What follows belongs to an exercise in optimizing a design on an open flow for small area; a production flow would make more cautious choices.
Only simulation tests tie the RTL to the original design; equivalence was not proved.
No activity file was given, so power comes from the tool's default toggle rates.

`design/flow/run.sh`:
```
#!/bin/bash
# synth_recipe.tcl (not shown) runs the flow's synth.tcl, then flattens the netlist and writes it again
# the make line also repeats each setting of config.mk as NAME=value (left out here)
make -C /OpenROAD-flow-scripts/flow DESIGN_CONFIG=/design/flow/config.mk WORK_HOME=/design/flow/orfs CLKGATE_MAP_FILE= SYNTH_SCRIPT=/design/flow/synth_recipe.tcl finish
```
`design/flow/config.mk`:
```
export PLATFORM = sky130hd
export DESIGN_NAME = digital_watch_fsm
export DESIGN_NICKNAME = digital_watch_fsm
export VERILOG_FILES = /design/flow/design.v
export SDC_FILE = /design/flow/constraint.sdc
export NUM_CORES = 4
export LEC_CHECK = 0
export CAP_MARGIN = 20
export CORE_MARGIN = 2
export CORE_UTILIZATION = 40
export SLEW_MARGIN = 20
```
`design/flow/constraint.sdc`:
```
create_clock -name core_clock -period 10.0 [get_ports {clk}]
set_input_delay 2.0000 -clock core_clock [delete_from_list [all_inputs] [get_ports {clk}]]
set_output_delay 2.0000 -clock core_clock [all_outputs]
set_load 0.01 [all_outputs]
```
`design/flow/design.v`:
```
module debounce
#(
    parameter CLK_FREQ = 100_000_000,
    parameter STABLE_TIME_MS = 20
)
(
    input  wire clk,
    input  wire reset,
    input  wire button_in,
    output wire button_out
);
    localparam integer COUNTER_MAX  = (CLK_FREQ / 1000) * STABLE_TIME_MS;
    localparam integer COUNTER_BITS = $clog2(COUNTER_MAX);
    reg [1:0] sync_regs;
    always @(posedge clk or posedge reset) begin
        if (reset)
            sync_regs <= 2'b00;
        else
            sync_regs <= {sync_regs[0], button_in};
    end
    wire synchronized_in = sync_regs[1];
    reg [COUNTER_BITS-1:0] debounce_counter;
    reg debounced_state;
    always @(posedge clk or posedge reset) begin
        if (reset) begin
            debounce_counter <= 0;
            debounced_state  <= 0;
        end else begin
            if (synchronized_in != debounced_state) begin
                if (debounce_counter >= COUNTER_MAX) begin
                    debounced_state  <= synchronized_in;
                    debounce_counter <= 0;
                end else begin
                    debounce_counter <= debounce_counter + 1;
                end
            end else begin
                debounce_counter <= 0;
            end
        end
    end
    reg prev_debounced_state;
    always @(posedge clk or posedge reset) begin
        if (reset)
            prev_debounced_state <= 0;
        else
            prev_debounced_state <= debounced_state;
    end
    assign button_out = debounced_state && !prev_debounced_state;
endmodule  
`timescale 1ns / 1ps
module digital_watch_fsm
#(
    parameter CLK_FREQ = 2_000,            
    parameter LED_BLINK_RATE = 400,        
    parameter REFRESH_BITS = 10            
)
(
    input  wire clk,
    input  wire reset,
    input  wire btn_mode,   
    input  wire btn_start,  
    input  wire btn_pause,  
    input  wire btn_lap,    
    input  wire btn_set,    
    output wire [6:0] seg,  
    output wire [7:0] an,   
    output wire led,
    output wire [13:0] led1,        
    output wire mode_led    
);
    localparam IDLE    = 2'b00;
    localparam RUNNING = 2'b01;
    localparam PAUSED  = 2'b10;
    localparam TIME_UP = 2'b11;
    reg [1:0] state, next_state;
    localparam MODE_STOPWATCH = 1'b0;
    localparam MODE_TIMER     = 1'b1;
    wire mode;  
    assign mode = btn_mode;   
    reg [5:0] minutes, seconds;
    reg [5:0] lap_minutes, lap_seconds;
    reg set_mode_active;
    reg set_field;  
    reg [5:0] set_minutes, set_seconds;
    reg [11:0] timer_preset_value;
    wire start_tick, pause_tick, lap_tick, set_tick;
    debounce #(.CLK_FREQ(CLK_FREQ)) db_start (.clk(clk), .reset(reset), .button_in(btn_start), .button_out(start_tick));
    debounce #(.CLK_FREQ(CLK_FREQ)) db_pause (.clk(clk), .reset(reset), .button_in(btn_pause), .button_out(pause_tick));
    debounce #(.CLK_FREQ(CLK_FREQ)) db_lap   (.clk(clk), .reset(reset), .button_in(btn_lap),   .button_out(lap_tick));
    debounce #(.CLK_FREQ(CLK_FREQ)) db_set   (.clk(clk), .reset(reset), .button_in(btn_set),   .button_out(set_tick));
    always @(posedge clk or posedge reset) begin
        if (reset)
            state <= IDLE;
        else
            state <= next_state;
    end
    always @(*) begin
        next_state = state;
        case (state)
            IDLE: begin
                if (start_tick && !set_mode_active)
                    next_state = RUNNING;
            end
            RUNNING: begin
                if (pause_tick)
                    next_state = PAUSED;
                else if (mode == MODE_TIMER && minutes == 0 && seconds == 0)
                    next_state = TIME_UP;
            end
            PAUSED: begin
                if (start_tick)
                    next_state = RUNNING;
            end
            TIME_UP: begin
                if (start_tick)
                    next_state = IDLE;
            end
        endcase
    end
    always @(posedge clk or posedge reset) begin
        if (reset) begin
            set_mode_active <= 1'b0;
            set_field <= 1'b0;
            set_minutes <= 6'd0;
            set_seconds <= 6'd0;
            timer_preset_value <= 12'd0;
        end
        else if (set_tick) begin
            if (~set_mode_active) begin
                set_minutes <= minutes;
                set_seconds <= seconds;
                set_field <= 1'b0;  
            end 
            else begin
                timer_preset_value <= (set_minutes * 60) + set_seconds;
            end
            set_mode_active <= ~set_mode_active;
        end
        else if (set_mode_active && lap_tick) begin
            set_field <= ~set_field;  
        end
        else if (set_mode_active) begin
            if (start_tick) begin
                if (set_field == 1'b0) begin
                    set_minutes <= (set_minutes == 59) ? 0 : set_minutes + 1'b1;
                end else begin
                    if (set_seconds == 59) begin
                        set_seconds <= 0;
                        set_minutes <= (set_minutes == 59) ? 0 : set_minutes + 1'b1;
                    end else begin
                        set_seconds <= set_seconds + 1'b1;
                    end
                end
            end
            else if (pause_tick) begin
                if (set_field == 1'b0) begin
                    set_minutes <= (set_minutes == 0) ? 59 : set_minutes - 1'b1;
                end else begin
                    if (set_seconds == 0) begin
                        set_seconds <= 59;
                        set_minutes <= (set_minutes == 0) ? 59 : set_minutes - 1'b1;
                    end else begin
                        set_seconds <= set_seconds - 1'b1;
                    end
                end
            end
        end
    end
    reg [26:0] one_sec_counter;
    wire one_sec_tick;
    always @(posedge clk or posedge reset) begin
        if (reset)
            one_sec_counter <= 0;
        else if (one_sec_counter == CLK_FREQ - 1)
            one_sec_counter <= 0;
        else
            one_sec_counter <= one_sec_counter + 1'b1;
    end
    assign one_sec_tick = (one_sec_counter == CLK_FREQ - 1);
    always @(posedge clk or posedge reset) begin
        if (reset) begin
            minutes <= 0;
            seconds <= 0;
        end
        else if (!set_mode_active && mode == MODE_TIMER && set_tick) begin
            minutes <= set_minutes;
            seconds <= set_seconds;
        end
        else if (state == IDLE && start_tick && mode == MODE_TIMER) begin
            minutes <= set_minutes;
            seconds <= set_seconds;
        end
        else if (state == RUNNING && one_sec_tick && !set_mode_active) begin
            if (mode == MODE_STOPWATCH) begin
                if (seconds == 59) begin
                    seconds <= 0;
                    minutes <= (minutes == 59) ? 0 : minutes + 1'b1;
                end else seconds <= seconds + 1'b1;
            end 
            else begin
                if (minutes == 0 && seconds == 0) begin
                    minutes <= 0;
                    seconds <= 0;
                end
                else if (seconds == 0) begin
                    seconds <= 59;
                    minutes <= minutes - 1'b1;
                end
                else seconds <= seconds - 1'b1;
            end
        end
    end
    always @(posedge clk or posedge reset) begin
        if (reset) begin
            lap_minutes <= 0;
            lap_seconds <= 0;
        end
        else if (lap_tick && mode == MODE_STOPWATCH && !set_mode_active) begin
            lap_minutes <= minutes;
            lap_seconds <= seconds;
        end
    end
    reg [24:0] blink_timer;
    reg led_reg;
    always @(posedge clk or posedge reset) begin
        if (reset) begin
            blink_timer <= 0;
            led_reg <= 0;
        end 
        else if (state == TIME_UP) begin
            if (blink_timer >= LED_BLINK_RATE) begin
                blink_timer <= 0;
                led_reg <= ~led_reg;
            end else blink_timer <= blink_timer + 1'b1;
        end 
        else begin
            blink_timer <= 0;
            led_reg <= 0;
        end
    end
    assign led = led_reg;
    assign led1[0] = led_reg;
    assign led1[1] = led_reg;
    assign led1[2] = led_reg;
    assign led1[3] = led_reg;
    assign led1[4] = led_reg;
    assign led1[5] = led_reg;
    assign led1[6] = led_reg;
    assign led1[7] = led_reg;
    assign led1[8] = led_reg;
    assign led1[9] = led_reg;
    assign led1[10] = led_reg;
    assign led1[11] = led_reg;
    assign led1[12] = led_reg;
    assign led1[13] = led_reg;
    assign mode_led = mode;   
    wire [3:0] sec_tens  = seconds / 10;
    wire [3:0] sec_units = seconds % 10;
    wire [3:0] min_tens  = minutes / 10;
    wire [3:0] min_units = minutes % 10;
    wire [3:0] lap_sec_tens  = lap_seconds / 10;
    wire [3:0] lap_sec_units = lap_seconds % 10;
    wire [3:0] lap_min_tens  = lap_minutes / 10;
    wire [3:0] lap_min_units = lap_minutes % 10;
    wire [3:0] set_sec_tens  = set_seconds / 10;
    wire [3:0] set_sec_units = set_seconds % 10;
    wire [3:0] set_min_tens  = set_minutes / 10;
    wire [3:0] set_min_units = set_minutes % 10;
    reg [REFRESH_BITS-1:0] refresh_counter;
    always @(posedge clk or posedge reset)
        if (reset) refresh_counter <= 0;
        else refresh_counter <= refresh_counter + 1'b1;
    wire [2:0] anode_selector = refresh_counter[REFRESH_BITS-1:REFRESH_BITS-3];
    wire blink_flag = refresh_counter[REFRESH_BITS-1];
    reg [7:0] current_anode;
    reg [3:0] data_to_display;
    reg [6:0] current_segments;
    localparam AN0 = 8'b11111110, AN1 = 8'b11111101, AN2 = 8'b11111011, AN3 = 8'b11110111,
               AN4 = 8'b11101111, AN5 = 8'b11011111, AN6 = 8'b10111111, AN7 = 8'b01111111;
    always @(*) begin
        current_anode = 8'b11111111;
        data_to_display = 4'hF;
        if (set_mode_active) begin
            case (anode_selector)
                3'd0: begin current_anode = AN0; data_to_display = (set_field && blink_flag) ? 4'hF : set_sec_units; end
                3'd1: begin current_anode = AN1; data_to_display = (set_field && blink_flag) ? 4'hF : set_sec_tens; end
                3'd2: begin current_anode = AN2; data_to_display = (!set_field && blink_flag) ? 4'hF : set_min_units; end
                3'd3: begin current_anode = AN3; data_to_display = (!set_field && blink_flag) ? 4'hF : set_min_tens; end
                default: ;
            endcase
        end else begin
            case (anode_selector)
                3'd0: begin 
                        current_anode = AN0; 
                        data_to_display = sec_units; 
                      end
                3'd1: begin 
                        current_anode = AN1; 
                        data_to_display = sec_tens; 
                      end
                3'd2: begin 
                        current_anode = AN2; 
                        data_to_display = min_units; 
                      end
                3'd3: begin 
                        current_anode = AN3; 
                        data_to_display = min_tens; 
                      end
                3'd4: begin 
                        current_anode = AN4; 
                        data_to_display = lap_sec_units; 
                      end
                3'd5: begin 
                        current_anode = AN5; 
                        data_to_display = lap_sec_tens; 
                      end
                3'd6: begin 
                        current_anode = AN6; 
                        data_to_display = lap_min_units; 
                      end
                3'd7: begin 
                        current_anode = AN7; 
                        data_to_display = lap_min_tens; 
                      end
            endcase
        end
    end
    always @(*) begin
        case (data_to_display)
            4'd0: current_segments = 7'b1000000;
            4'd1: current_segments = 7'b1111001;
            4'd2: current_segments = 7'b0100100;
            4'd3: current_segments = 7'b0110000;
            4'd4: current_segments = 7'b0011001;
            4'd5: current_segments = 7'b0010010;
            4'd6: current_segments = 7'b0000010;
            4'd7: current_segments = 7'b1111000;
            4'd8: current_segments = 7'b0000000;
            4'd9: current_segments = 7'b0010000;
            default: current_segments = 7'b1111111;
        endcase
    end
    assign seg = current_segments;
    assign an  = current_anode;
endmodule
```
==> reports/metrics.yaml <==
global_routing:
  grt_use_total_pct: 17.7
  grt_max_degree: 76
  grt_pass1_wl_um: 34600
  antenna_found_initial: 0
  grt-ovfl-total: 0
  grt_pass1_vias: 6825
critical_path:
  cpMostUsedCell: "ha_1"
  cp-start-kind: "flip-flop"
  crit_type: "reg -> out"
  critPathMaxFanout: 12
  path_cells: "inv_1 -> ha_1 -> or2_2 -> ha_1 -> a2111oi_1 -> nand2_1 -> xnor2_1 -> ha_1 -> o21bai_1 -> o21a_1 -> a211oi_1 -> a31o_1 -> mux2_2 -> o21a_1 -> clkdlybuf4s50_1"
  required_ns: 8.00
  max_stage_delay_ns: 0.78
  critPathBufInv: 2
  cp_slowest_cell: "a2111oi_1"
  crit_path_end_kind: "output port"
  critPathArrivalTime_ns: 5.58
  cpLargestDelayFamily: "compound AO/OA/AOI/OAI gates"
  rrSetupSlack_ns: 6.56
place:
  hpwlAfterDp_um: 14100
  gp_congestion: 0.860
  dp_cells: 1257
  port_buffers: 37
clocking:
  clk_latency_ns: 0.42
  ctsHoldBuffers: 0
  cts.sinks: 143
  cts_made_buffers: 17
  cts_max_level: 4
  root_buffer: "clkbuf_16"
  cts_resized: 0
  ctsLongestPathBuffers: 2
  path_clk_slew_ns: 0.06
  cts_tree: "done"
  cts_setup_buffers: 0
yosys:
  synth_seq_cells: 143
  netlist_area_um2: 9010
  yosysTopAreaCellShare_pct: 39.7
  async_flop_share_pct: 100
  avgSynthCellArea_um2: 9.20
  yosys.area.top_type: "dfrtp_1"
  synth-edff-count: 0
  synth.top_cells.by_count: "dfrtp_1 (143), nor2_1 (89), nand2_1 (81)"
  synth_area_leaders: "dfrtp_1 (40%), ha_1 (6.1%), xnor2_1 (5.1%)"
  yosys_warnings: 2
  syn-instance-count: 979
  ys.flop_type: "dfrtp_1"
  synth_cell_types: 89
  ys_seq_area_share_pct: 39.7
  synth_most_common_cell: "dfrtp_1"
sta:
  tightest_slew_ns: 0.994
  drv_slew: 0
  final.setup_skew_ns: 0.00642
  tns_ns: 0
  rsz0062_at_grt: "no"
  layout_min_cycle_time_ns: 7.58
  fmax_ghz: 0.132
  timing.final.crit_share_pct: 75.8
  max_slew_margin_pct: 33.2
  finalSetupViolCount: 0
  hold_viol_final: 0
power:
  power_density_nw_per_um2: 124
  seq_power_share_pct: 47.3
  comb_power_share_pct: 2.4
  p_int_mw: 0.968
  vdd_drop_max_mv: 0.112
  clockPowerShare_pct: 50.3
  swShare_pct: 22.8
  p_leak_nw: 4.38
  p_sw_mw: 0.286
finish:
  area_growth_pct: 12.3
  reg_top3: "one_sec_counter: 27 flops, blink_timer: 25 flops, refresh_counter: 10 flops"
  regMostFlops: "one_sec_counter"
  finalNonFillerCells: 1289
  drive_above_1_share_pct: 8.82
  fillers: 2059
  final_util_pct: 46.1
  n_antenna_cell: 0
  largest_reg_flops: 27
  nets: 1047
floorplan:
  rows: 54
  fp.coreArea_um2: 22000
  die_area_um2: 23700
  io_pins: 38
  die_width_um: 154
  die_height_um: 154
  start_util_pct: 41.0
drt:
  wl_um: 20100
  post_drt_wl_per_cell_um: 15.6
  drc: 0
  first_pass_iters: 7
  viasPerCell: 5.56
  ant_nets: 0
  drt_first_iter_violations: 414
  routed-via-count: 7163
status:
  outcome: "timing/DRC/antenna clean"
job:
  cap_violations: 0
worst_hold_path:
  hold_class: "reg -> reg"
## metal layers
layer / wire, um / GRT usage [%] / up-vias
met2: 9020 / 27.3 / 163
met5: 0 / 0 / -
met1: 9870 / 25.3 / 3453
li1: - / - / 3520
met4: 312 / 5.34 / 0
met3: 897 / 3.41 / 27
## metrics by stage
step	power, mW	worst slack, ns	hold WS [ns]	instance area, um^2
after global placement	0.634	3.09	0.333	9530
after detailed placement	0.634	2.92	0.342	9530
final	1.25	2.42	0.351	10100
after floorplan	0.623	3.94	0.331	9060
after global routing	1.30	2.10	0.367	10100
after CTS	1.27	2.45	0.356	10100
## placed cells by master (no fill, tap or decap), drive strengths merged, types with 23 or more instances in the layout
cell	count
dfrtp	143
nor2	90
nand2	82
o21ai	65
xnor2	52
inv	47
nand3	46
ha	44
clkdlybuf4s50	37
a21oi	36
xor2	24
nor3	23
## power by group through the flow
stage | registers [mW] | logic (mW) | clock network (mW)
2_1_floorplan | 0.602 | 0.0213 | 0
3_3_place_gp | 0.603 | 0.0311 | 0
3_5_place_dp | 0.603 | 0.0312 | 0
4_1_cts | 0.593 | 0.0314 | 0.645
5_1_grt | 0.594 | 0.0361 | 0.669
6_report | 0.593 | 0.0300 | 0.631
## cell type report
type | count | area (um^2) | share of cell area (%)
clock inverter | 14 | 159 | 1.57
multi-input combinational | 746 | 5000 | 49.4
clock buffer | 18 | 429 | 4.24
timing repair buffer | 45 | 430 | 4.25
inverter | 43 | 166 | 1.65
tap | 280 | 350 | 3.46
sequential | 143 | 3580 | 35.4
## logic make-up (layout without fill, tap and decap cells)
kind of cell	Yosys count	in the layout	share of synthesized area, %
buf+inv	105	120	5.36
simple gates	331	331	18.0
xor+xnor	76	76	7.39
compound gates	240	240	18.4
flops	143	143	39.7
fa+ha+maj	44	44	6.11
other cells	1	16	0.0416
mux	39	39	4.90
## worst register-to-register path: cells and delay by family (launching register included)
family / cells / cell delay (ns)
AND/OR/NAND/NOR: 5 / 2.76
flip-flops: 1 / 0.42
AO/OA/AOI/OAI: 1 / 0.18
## final timing paths
check,startpoint,endpoint,depth (start not counted)
setup / recovery,set_minutes[4]$_DFFE_PP0P_,seg[0],15
max in group asynchronous,reset,set_seconds[5]$_DFFE_PP0P_,3
hold reg to reg,db_lap.sync_regs[0]$_DFF_PP0_,db_lap.sync_regs[1]$_DFF_PP0_,0
hold / removal,db_lap.sync_regs[0]$_DFF_PP0_,db_lap.sync_regs[1]$_DFF_PP0_,0
min in group asynchronous,reset,one_sec_counter[15]$_DFF_PP0_,2
setup reg to reg,one_sec_counter[24]$_DFF_PP0_,minutes[2]$_DFFE_PP0P_,6

-- afterwards: timing with drivers on the ports --
Ports are ideal in the flow. The routed layout listed here was re-timed in OpenROAD. Step 1 assumes that a clkbuf_16 drives the clock port and a buf_2 every other input. Step 2 adds t to the input delays and takes it off the output delays; t is the mean of the earliest and latest rising clock arrival at the registers after step 1. Input paths then give back, and output paths get back, about the clock's delay inside the block. Slacks: ideal ports / drivers / drivers and shift; pairs: ideal ports / drivers.
shift t [ns]: 0.464
setup WS [ns]: 2.422 / 2.378 / 2.841
latest minus earliest clock arrival (ns): 0.007 / 0.007
worst register clock-pin slew, ns: 0.06 / 0.06
cell pins on the clock port's net: 1
After both steps this run still meets setup and hold. The setup slack of this run moves by -0.044 ns with the drivers and by +0.419 ns with both steps.
